Background: an optimization exercise with open tools, aiming at small area. Do not read the settings as production practice. In this exercise RTL edits were held to simulation tests only and were not proved equivalent to the original. No activity file was given, so power comes from the tool's default toggle rates.

==> run a <==
// extra_sketchy
module extra_sketchy(
    input clk,
    input rst,
    input [7:0] sw,
    input btnL,
    input btnR,
    input MISO,
    output SS,
    output MOSI,
    output SCK,
    output Hsync,
    output Vsync,
    output [2:0] vgaRed,
    output [2:0] vgaGreen,
    output [1:0] vgaBlue
    );
==> flow/config.mk <==
export PLATFORM = sky130hd
export DESIGN_NAME = extra_sketchy
export DESIGN_NICKNAME = extra_sketchy
export VERILOG_FILES = /design/flow/design.v
export SDC_FILE = /design/flow/constraint.sdc
export NUM_CORES = 8
export LEC_CHECK = 0
export CAP_MARGIN = 20
export CORE_MARGIN = 2
export CORE_UTILIZATION = 50
export SLEW_MARGIN = 20
==> flow/constraint.sdc <==
create_clock -name core_clock -period 12.0 [get_ports {clk}]
set_input_delay 2.4000 -clock core_clock [delete_from_list [all_inputs] [get_ports {clk}]]
set_output_delay 2.4000 -clock core_clock [all_outputs]
set_load 0.01 [all_outputs]
standard.sh (not shown) runs the stock make flow with config.mk's settings and CLKGATE_MAP_FILE= SYNTH_SCRIPT=/design/flow/synth_recipe.tcl, a recipe that flattens the netlist after the stock synthesis.
==> flow/flow/run.sh <==
#!/bin/bash
# The standard ORFS flow (the standard.sh, all steps) with two changes:
# the clock tree is built from clkbuf_8 cells in clusters of up to 22 sinks
# and without dummy loads, and the port buffers are buf_1 cells.
# make's full output goes to flow.log; ORFS keeps each step's log under orfs/logs.
set -euo pipefail
bash standard.sh \
  "CTS_ARGS=-sink_clustering_enable -repair_clock_nets -sink_clustering_size 22 -sink_clustering_max_diameter 70 -buf_list sky130_fd_sc_hd__clkbuf_8 -dont_use_dummy_load" \
  "BUFFER_PORTS_ARGS=-buffer_cell sky130_fd_sc_hd__buf_1" \
  finish > flow.log 2>&1
==> run b: changes against run a <==
--- a/flow/design.v
+++ b/flow/design.v
@@ -157,28 +157,48 @@
     output reg [3:0] y,
     output reg button,
     output reg [4:0] px,      
     output reg [3:0] py,
     output reg pbutton        
     );
+    function [7:0] addsub;
+        input [7:0] a;
+        input [7:0] b;
+        input sub;
+        integer i;
+        reg c, bb;
+        begin
+            c = sub;
+            for (i = 0; i < 8; i = i + 1) begin
+                bb = b[i] ^ sub;
+                addsub[i] = a[i] ^ bb ^ c;
+                c = (a[i] & bb) | (a[i] & c) | (bb & c);
+            end
+        end
+    endfunction
     reg [5:0] rx;
     reg [6:0] ry;
     wire [1:0] vx = x1 ? {x0, xb7} : ~{x0, xb7};
     wire [1:0] vy = y1 ? {y0, yb7} : ~{y0, yb7};
     wire xup = x1;
-    wire [6:0] tx = xup ? {1'b0, rx} + {3'b0, vx, 2'b0} : {1'b0, rx} - {3'b0, vx, 2'b0};
+    wire [7:0] tx8 = addsub({2'b0, rx}, {4'b0, vx, 2'b0}, !xup);
+    wire [6:0] tx = tx8[6:0];
     wire xover = !tx[6] && tx[5:0] >= 6'd51;
     wire xunder = tx[6];
     wire xclamp = xup && (x > 5'd17 || (x == 5'd17 && tx[5:0] > 6'd28));
-    wire [5:0] txc = tx[5:0] + (xover ? 6'd13 : xunder ? 6'd51 : 6'd0);
+    wire [7:0] txc8 = addsub({2'b0, tx[5:0]}, xover ? 8'd13 : xunder ? 8'd51 : 8'd0, 1'b0);
+    wire [5:0] txc = txc8[5:0];
     wire yup = !y1;
-    wire [7:0] ty = yup ? {1'b0, ry} + {4'b0, vy, 2'b0} : {1'b0, ry} - {4'b0, vy, 2'b0};
+    wire [7:0] ty = addsub({1'b0, ry}, {5'b0, vy, 2'b0}, !yup);
     wire yover = !ty[7] && ty[6:0] >= 7'd68;
     wire yunder = ty[7];
     wire yclamp = yup && (y > 4'd13 || (y == 4'd13 && ty[6:0] > 7'd11));
-    wire [6:0] tyc = ty[6:0] + (yover ? 7'd60 : yunder ? 7'd68 : 7'd0);
+    wire [7:0] tyc8 = addsub({1'b0, ty[6:0]}, yover ? 8'd60 : yunder ? 8'd68 : 8'd0, 1'b0);
+    wire [6:0] tyc = tyc8[6:0];
+    wire [7:0] xpm = addsub({3'b0, x}, 8'd1, xunder);
+    wire [7:0] ypm = addsub({4'b0, y}, 8'd1, yunder);
     always @(posedge clk) begin
         if (rst) begin
             button <= 1'b0;
             x <= 5'd0;
             rx <= 6'd0;
             y <= 4'd0;
@@ -193,29 +213,25 @@
                     rx <= 6'd3;
                 end
                 else if (xunder && x == 5'd0)
                     rx <= 6'd0;
                 else begin
                     rx <= txc;
-                    if (xover)
-                        x <= x + 5'd1;
-                    else if (xunder)
-                        x <= x - 5'd1;
+                    if (xover || xunder)
+                        x <= xpm[4:0];
                 end
                 if (yclamp) begin
                     y <= 4'd15;
                     ry <= 7'd3;
                 end
                 else if (yunder && y == 4'd0)
                     ry <= 7'd0;
                 else begin
                     ry <= tyc;
-                    if (yover)
-                        y <= y + 4'd1;
-                    else if (yunder)
-                        y <= y - 4'd1;
+                    if (yover || yunder)
+                        y <= ypm[3:0];
                 end
             end
         end
     end
     always @(posedge clk) begin
         if (b_edge)
@@ -308,40 +324,82 @@
             hcol <= 5'd0;
             k3 <= (k3 == 4'd12) ? 4'd0 : k3 + 4'd3;
         end
         else
             hcol <= hcol + 5'd1;
     end
+    function [5:0] sub6;
+        input [5:0] a;
+        input [5:0] b;
+        integer i;
+        reg c;
+        begin
+            c = 1'b1;
+            for (i = 0; i < 6; i = i + 1) begin
+                sub6[i] = a[i] ^ ~b[i] ^ c;
+                c = (a[i] & ~b[i]) | (a[i] & c) | (~b[i] & c);
+            end
+        end
+    endfunction
+    function [6:0] add7;
+        input [6:0] a;
+        input [6:0] b;
+        integer i;
+        reg c;
+        begin
+            c = 1'b0;
+            for (i = 0; i < 7; i = i + 1) begin
+                add7[i] = a[i] ^ b[i] ^ c;
+                c = (a[i] & b[i]) | (a[i] & c) | (b[i] & c);
+            end
+        end
+    endfunction
+    function [6:0] sub7;
+        input [6:0] a;
+        input [6:0] b;
+        integer i;
+        reg c;
+        begin
+            c = 1'b1;
+            for (i = 0; i < 7; i = i + 1) begin
+                sub7[i] = a[i] ^ ~b[i] ^ c;
+                c = (a[i] & ~b[i]) | (a[i] & c) | (~b[i] & c);
+            end
+        end
+    endfunction
+    function [5:0] neg6;
+        input [5:0] a;
+        integer i;
+        reg c;
+        begin
+            c = 1'b1;
+            for (i = 0; i < 6; i = i + 1) begin
+                neg6[i] = ~a[i] ^ c;
+                c = ~a[i] & c;
+            end
+        end
+    endfunction
     function le;
         input [5:0] a;
         input [5:0] b;
         integer i;
         reg t;
         begin
             t = 1'b1;
             for (i = 0; i < 6; i = i + 1)
                 t = (~a[i] & b[i]) | (~(a[i] & ~b[i]) & t);
             le = t;
         end
     endfunction
-    function ac;
-        input [5:0] d;
-        input [3:0] r;
-        reg [5:0] a;
-        begin
-            a = d[5] ? -d : d;
-            ac = le(a, {2'b0, r});
-        end
-    endfunction
     function [2:0] rw;
         input [5:0] d;
         input [3:0] r;
         reg [6:0] lo, hi;
         begin
-            lo = {d[5], d} - {3'b0, r};
-            hi = {d[5], d} + {3'b0, r};
+            lo = sub7({d[5], d}, {3'b0, r});
+            hi = add7({d[5], d}, {3'b0, r});
             rw[0] = lo[6] | (lo == 7'd0);
             rw[1] = (lo[6] | (lo <= 7'd1)) && !hi[6] && (hi >= 7'd1);
             rw[2] = (lo[6] | (lo <= 7'd2)) && !hi[6] && (hi >= 7'd2);
             rw[0] = rw[0] && !hi[6];
         end
     endfunction
@@ -376,20 +434,20 @@
     assign G[0] = b | (sB_g && sB_nn);
     assign G[1] = (sR_g && sR_oo) | (sB_g && sB_oo) | (sX_g && sX_ro);
     assign G[2] = (sR_g && !sR_oo) | (sB_g && !sB_oo && !sB_nn) | (sX_g && !sX_ro);
     assign Gn[0] = b | (sB_g && sB_nn && neg);
     assign Gn[1] = (sR_g && sR_oo) | (sB_g && sB_oo && neg) | (sX_g && sX_ro && !big);
     assign Gn[2] = (sR_g && !sR_oo) | (sB_g && !sB_oo && !sB_nn && neg) | (sX_g && !sX_ro && !big);
-    wire [5:0] dxn = {1'b0, x} - {1'b0, hcol};
-    wire [5:0] dxo = {1'b0, px} - {1'b0, hcol};
-    wire [5:0] dyn = {2'b0, y} - {2'b0, k3};
-    wire [5:0] dyo = {2'b0, py} - {2'b0, k3};
+    wire [5:0] dxn = sub6({1'b0, x}, {1'b0, hcol});
+    wire [5:0] dxo = sub6({1'b0, px}, {1'b0, hcol});
+    wire [5:0] dyn = sub6({2'b0, y}, {2'b0, k3});
+    wire [5:0] dyo = sub6({2'b0, py}, {2'b0, k3});
     wire [5:0] dym = mid_on ? dyo : dyn;
     wire [3:0] rm = mid_on ? r : pr;
-    wire [5:0] axn = dxn[5] ? -dxn : dxn;
-    wire [5:0] axo = dxo[5] ? -dxo : dxo;
+    wire [5:0] axn = dxn[5] ? neg6(dxn) : dxn;
+    wire [5:0] axo = dxo[5] ? neg6(dxo) : dxo;
     wire [5:0] axm = mid_on ? axo : axn;
     wire [2:0] colK = {le(axm, {2'b0, rm}), le(axo, {2'b0, pr}), le(axn, {2'b0, r})};
     wire [2:0] rn = rw(dyn, r);
     wire [2:0] ro = rw(dyo, pr);
     wire [2:0] rmm = rw(dym, rm);
     wire [2:0] rowK0 = {rmm[0], ro[0], rn[0]};
@@ -438,18 +496,68 @@
         rk3 = row - {2'b0, ri};
     end
     wire [4:0] qcol = blank ? 5'd0 : col;
     wire [4:0] tcol = blank ? 5'd0 : col + 5'd1;
     wire match = (hcol == tcol) && (k3 == rk3) && (ri != 2'd3);
     wire [7:0] wbd = (ri == 2'd0) ? wb0 : (ri == 2'd1) ? wb1 : wb2;
-    wire [6:0] d = {2'b0, x} - {2'b0, qcol};
-    wire [6:0] lo = d + {3'b0, r};           
-    wire [6:0] hi = {3'b0, r} - d;           
-    wire [5:0] dy = {2'b0, y} - {2'b0, row};
-    wire [5:0] ay = dy[5] ? -dy : dy;
-    wire rowc = ay <= {2'b0, r};
+    function [6:0] add7;
+        input [6:0] a;
+        input [6:0] b;
+        integer i;
+        reg c;
+        begin
+            c = 1'b0;
+            for (i = 0; i < 7; i = i + 1) begin
+                add7[i] = a[i] ^ b[i] ^ c;
+                c = (a[i] & b[i]) | (a[i] & c) | (b[i] & c);
+            end
+        end
+    endfunction
+    function [6:0] sub7;
+        input [6:0] a;
+        input [6:0] b;
+        integer i;
+        reg c;
+        begin
+            c = 1'b1;
+            for (i = 0; i < 7; i = i + 1) begin
+                sub7[i] = a[i] ^ ~b[i] ^ c;
+                c = (a[i] & ~b[i]) | (a[i] & c) | (~b[i] & c);
+            end
+        end
+    endfunction
+    function [5:0] neg6;
+        input [5:0] a;
+        integer i;
+        reg c;
+        begin
+            c = 1'b1;
+            for (i = 0; i < 6; i = i + 1) begin
+                neg6[i] = ~a[i] ^ c;
+                c = ~a[i] & c;
+            end
+        end
+    endfunction
+    function le;
+        input [5:0] a;
+        input [5:0] b;
+        integer i;
+        reg t;
+        begin
+            t = 1'b1;
+            for (i = 0; i < 6; i = i + 1)
+                t = (~a[i] & b[i]) | (~(a[i] & ~b[i]) & t);
+            le = t;
+        end
+    endfunction
+    wire [6:0] d = sub7({2'b0, x}, {2'b0, qcol});
+    wire [6:0] lo = add7(d, {3'b0, r});           
+    wire [6:0] hi = sub7({3'b0, r}, d);           
+    wire [5:0] dy = sub7({3'b0, y}, {3'b0, row});
+    wire [5:0] ay = dy[5] ? neg6(dy) : dy;
+    wire rowc = le(ay, {2'b0, r});
     wire covq = rowc && !lo[6] && !hi[6];
     wire covp = rowc && !lo[6] && (lo != 7'd0) && (!hi[6] || hi == 7'h7f);
     reg [7:0] P, Q;
     wire [7:0] pt = (b && covp) ? color : P;
     always @(posedge clk) begin
         P <= (match && !blank) ? wbd : pt;
==> flow/run.sh (new file) <==
#!/bin/bash
# synth_recipe.tcl (not shown) runs the flow's synth.tcl, then flattens the netlist and writes it again
# the make line also repeats each setting of config.mk as NAME=value (left out here)
make -C /OpenROAD-flow-scripts/flow DESIGN_CONFIG=/design/flow/config.mk WORK_HOME=/design/flow/orfs CLKGATE_MAP_FILE= SYNTH_SCRIPT=/design/flow/synth_recipe.tcl finish
--- a/flow/config.mk
+++ b/flow/config.mk
@@ -5,7 +5,10 @@
 export SDC_FILE = /design/flow/constraint.sdc
 export NUM_CORES = 8
 export LEC_CHECK = 0
 export CAP_MARGIN = 20
 export CORE_MARGIN = 2
 export CORE_UTILIZATION = 50
+export CTS_BUF_LIST = sky130_fd_sc_hd__clkbuf_8
+export CTS_CLUSTER_DIAMETER = 60
+export CTS_CLUSTER_SIZE = 20
 export SLEW_MARGIN = 20
removed: flow/flow/run.sh
removed: flow/standard.sh
==> run c: changes against run a <==
==> flow/flow/run.sh (replaced) <==
#!/bin/bash
# The standard ORFS flow (the standard.sh, all steps) with two changes:
# the clock tree is built from clkbuf_8 cells in clusters of up to 20 sinks
# and without dummy loads, and the port buffers are buf_1 cells.
# make's full output goes to flow.log; ORFS keeps each step's log under orfs/logs.
set -euo pipefail
bash standard.sh \
  "CTS_ARGS=-sink_clustering_enable -repair_clock_nets -sink_clustering_size 20 -sink_clustering_max_diameter 60 -buf_list sky130_fd_sc_hd__clkbuf_8 -dont_use_dummy_load" \
  "BUFFER_PORTS_ARGS=-buffer_cell sky130_fd_sc_hd__buf_1" \
  finish > flow.log 2>&1
==> metrics.md <==
| Metric | Value |
|---|---|
| Final min period | approximately 7.5 ns |
| Combinational share of power | 0.015 |
| Worst IR Drop VDD | ~140 µV |
| Starting DRC count in detailed routing | 1201 |
| Share of layout cells above drive strength 1 | 0.04971 |
| Outcome | no timing/DRC/antenna violations |
[end of results for run c]
==> metrics.md <==
| Metric | Value |
|---|---|
| Final min period | between 8 and 9 ns |
| Outcome | no timing/DRC/antenna violations |
| Starting DRC count in detailed routing | approximately 1300 |
| Combinational share of power | 0.014 |
[end of results for run b]
==> metrics.md <==
| Metric | Value |
|---|---|
| M1 GR Usage | 0.2022 |
| Share of layout cells above drive strength 1 | 0.04520 |
| Outcome | no timing/DRC/antenna violations |
| Worst IR Drop VDD | about 130 µV |
| Combinational share of power | 0.015 |
| Final min period | approximately 7.4 ns |
[end of results for run a]

## port drivers added, routing unchanged
The flow's constraints put no driver on any port. The routed layouts listed below were extracted and timed again, unchanged, in two steps.
Step 1 (the two cells are an assumption about what drives the block):
set clk [get_ports {clk}]
set_driving_cell -lib_cell sky130_fd_sc_hd__clkbuf_16 $clk
set_driving_cell -lib_cell sky130_fd_sc_hd__buf_2 [delete_from_list [all_inputs] $clk]
Step 2 also shifts input and output timing later by t, the mid clock arrival at the registers, as if the neighbouring blocks saw the same clock.
a / b / c = ideal ports / drivers / drivers and shift; a / b = the first two.
| run | shift t [ns] | setup WS [ns] | worst setup path at the end |
|---|---|---|---|
| run a | 0.861 | 4.587 / 4.515 / 5.376 | register to output |
| run b | 0.887 | 3.833 / 3.768 / 4.654 | register to output |
| run c | 0.896 | 4.513 / 4.444 / 5.340 | register to output |
After both steps every run listed still meets setup and hold.
